What follows belongs to an exercise in optimizing a design on an open flow for small area and a short achievable clock period; a production flow would make more cautious choices.
Only simulation tests tie the RTL to the original design; equivalence was not proved.
Power and IR drop assume default switching activity.

// divider_top
module divider_top (
    input  wire        clk,
    input  wire [31:0] dividend,
    input  wire [31:0] divisor,
    output reg  [31:0] quotient,
    output reg  [31:0] remainder
);
    reg  [31:0] dividend_q, divisor_q;
    wire [31:0] quotient_d, remainder_d;
    signed_divider #(.WIDTH(32)) u_div (
        .dividend (dividend_q),
        .divisor  (divisor_q),
        .quotient (quotient_d),
        .remainder(remainder_d)
    );
    always @(posedge clk) begin
        dividend_q <= dividend;
        divisor_q  <= divisor;
        quotient   <= quotient_d;
        remainder  <= remainder_d;
    end
endmodule
==> flow/config.mk <==
export PLATFORM = sky130hd
export DESIGN_NAME = divider_top
export DESIGN_NICKNAME = divider_top
export VERILOG_FILES = /design/flow/design.v
export SDC_FILE = /design/flow/constraint.sdc
export NUM_CORES = 4
export LEC_CHECK = 0
export ABC_AREA = 1
export CAP_MARGIN = 20
export CORE_MARGIN = 2
export CORE_UTILIZATION = 40
export SLEW_MARGIN = 20
==> flow/constraint.sdc <==
create_clock -name core_clock -period 140.0 [get_ports {clk}]
set_input_delay 28.0000 -clock core_clock [delete_from_list [all_inputs] [get_ports {clk}]]
set_output_delay 28.0000 -clock core_clock [all_outputs]
set_load 0.01 [all_outputs]
standard.sh (not shown) runs the stock make flow with config.mk's settings and CLKGATE_MAP_FILE= SYNTH_SCRIPT=/design/flow/synth_recipe.tcl, a recipe that flattens the netlist after the stock synthesis.
==> flow/flow/run.sh <==
#!/bin/bash
# The standard layout (standard.sh), with ORFS's repair_timing steps asked to
# leave a setup margin of 99 ns and limited to resizing gates (no buffering,
# cloning, buffer removal or pin swaps), so the netlist's structure stays that of
# the standard synthesis; clock period, constraints and every other step are unchanged.
set -euo pipefail
bash standard.sh SETUP_SLACK_MARGIN=99 SETUP_MOVE_SEQUENCE=sizeup SKIP_GATE_CLONING=1 \
  SKIP_BUFFER_REMOVAL=1 SKIP_PIN_SWAP=1 finish > standard_make.log 2>&1
Next try:
==> flow/run.sh (new file) <==
#!/bin/bash
# synth_recipe.tcl (not shown) runs the flow's synth.tcl, then flattens the netlist and writes it again
# the make line also repeats each setting of config.mk as NAME=value (left out here)
make -C /OpenROAD-flow-scripts/flow DESIGN_CONFIG=/design/flow/config.mk WORK_HOME=/design/flow/orfs CLKGATE_MAP_FILE= SYNTH_SCRIPT=/design/flow/synth_recipe.tcl finish
Settings changed: CAP_MARGIN 20 to 80, SLEW_MARGIN 20 to 80.
removed: flow/flow/run.sh
removed: flow/standard.sh
After rerunning: The new run finished with timing, DRC and antenna clean; final cell count rises by 1.5%; hold slack degrades by 46 ps; non-clock buffer count rises by 142; cell area falls by 0.43%; sequential share of layout area stays flat.

========
divider_top again, from the RTL that the note above started with.
Design divider_top, start of the top module:
module divider_top (
    input  wire        clk,
    input  wire [31:0] dividend,
    input  wire [31:0] divisor,
    output reg  [31:0] quotient,
    output reg  [31:0] remainder
);
    reg  [31:0] dividend_q, divisor_q;
    wire [31:0] quotient_d, remainder_d;
    signed_divider #(.WIDTH(32)) u_div (
        .dividend (dividend_q),
        .divisor  (divisor_q),
        .quotient (quotient_d),
        .remainder(remainder_d)
    );
    always @(posedge clk) begin
        dividend_q <= dividend;
        divisor_q  <= divisor;
        quotient   <= quotient_d;
        remainder  <= remainder_d;
    end
endmodule
Settings: LEC_CHECK=0, ABC_AREA=1, CAP_MARGIN=20, CORE_MARGIN=2, CORE_UTILIZATION=40, SLEW_MARGIN=20; clock period 140.0 ns.
run.sh (not shown) runs the stock make flow with config.mk's settings and CLKGATE_MAP_FILE= SYNTH_SCRIPT=/design/flow/synth_recipe.tcl, a recipe that flattens the netlist after the stock synthesis.
Stock flow here: none of the scripts above is used.
The starting point passed the timing, DRC and antenna checks.
Next try:
- CAP_MARGIN: 20 -> 50
- SLEW_MARGIN: 20 -> 50
After rerunning:
- worst hold slack gets worse by 0.029 ns
- final cell count stays flat
- die area is unchanged
- synthesized area stays the same
- non-clock buffer count rises by 8
- worst setup slack gets better by 1.1 ns
- total power is about the same
- register-to-register slack gets better by 1.1 ns
- cell area rises by 0.38%
- first-iteration DRC count rises by about 1%

==> static timing again, ports no longer ideal <==
How much do the figures lean on ideal ports? The routed layouts below were timed once more, with nothing changed but the port constraints.
Step 1: set_driving_cell puts a clkbuf_16 on clk and a buf_2 on each other input, an assumption about the parent block.
Step 2 adds t to the input delays and takes it off the output delays; t is the mean of the earliest and latest rising clock arrival at the registers after step 1. Input paths then give back, and output paths get back, about the clock's delay inside the block.
Three values: ideal, step 1, step 2; two values: the first two.
run | shift t [ns] | setup slack, ns | slew at the worst register clock pin (ns) | worst data-port slew with drivers (ns)
the first run of note 1 | 0.607 | 95.832 / 95.832 / 95.832 | 0.10 / 0.10 | 0.13
the second run of note 1 | 0.599 | 94.923 / 94.923 / 94.923 | 0.10 / 0.10 | 0.13
the first run of note 2 | 0.604 | 91.242 / 91.242 / 91.242 | 0.10 / 0.10 | 0.13
the second run of note 2 | 0.599 | 92.321 / 92.321 / 92.321 | 0.09 / 0.09 | 0.14
After both steps setup and hold are still met in every run listed.
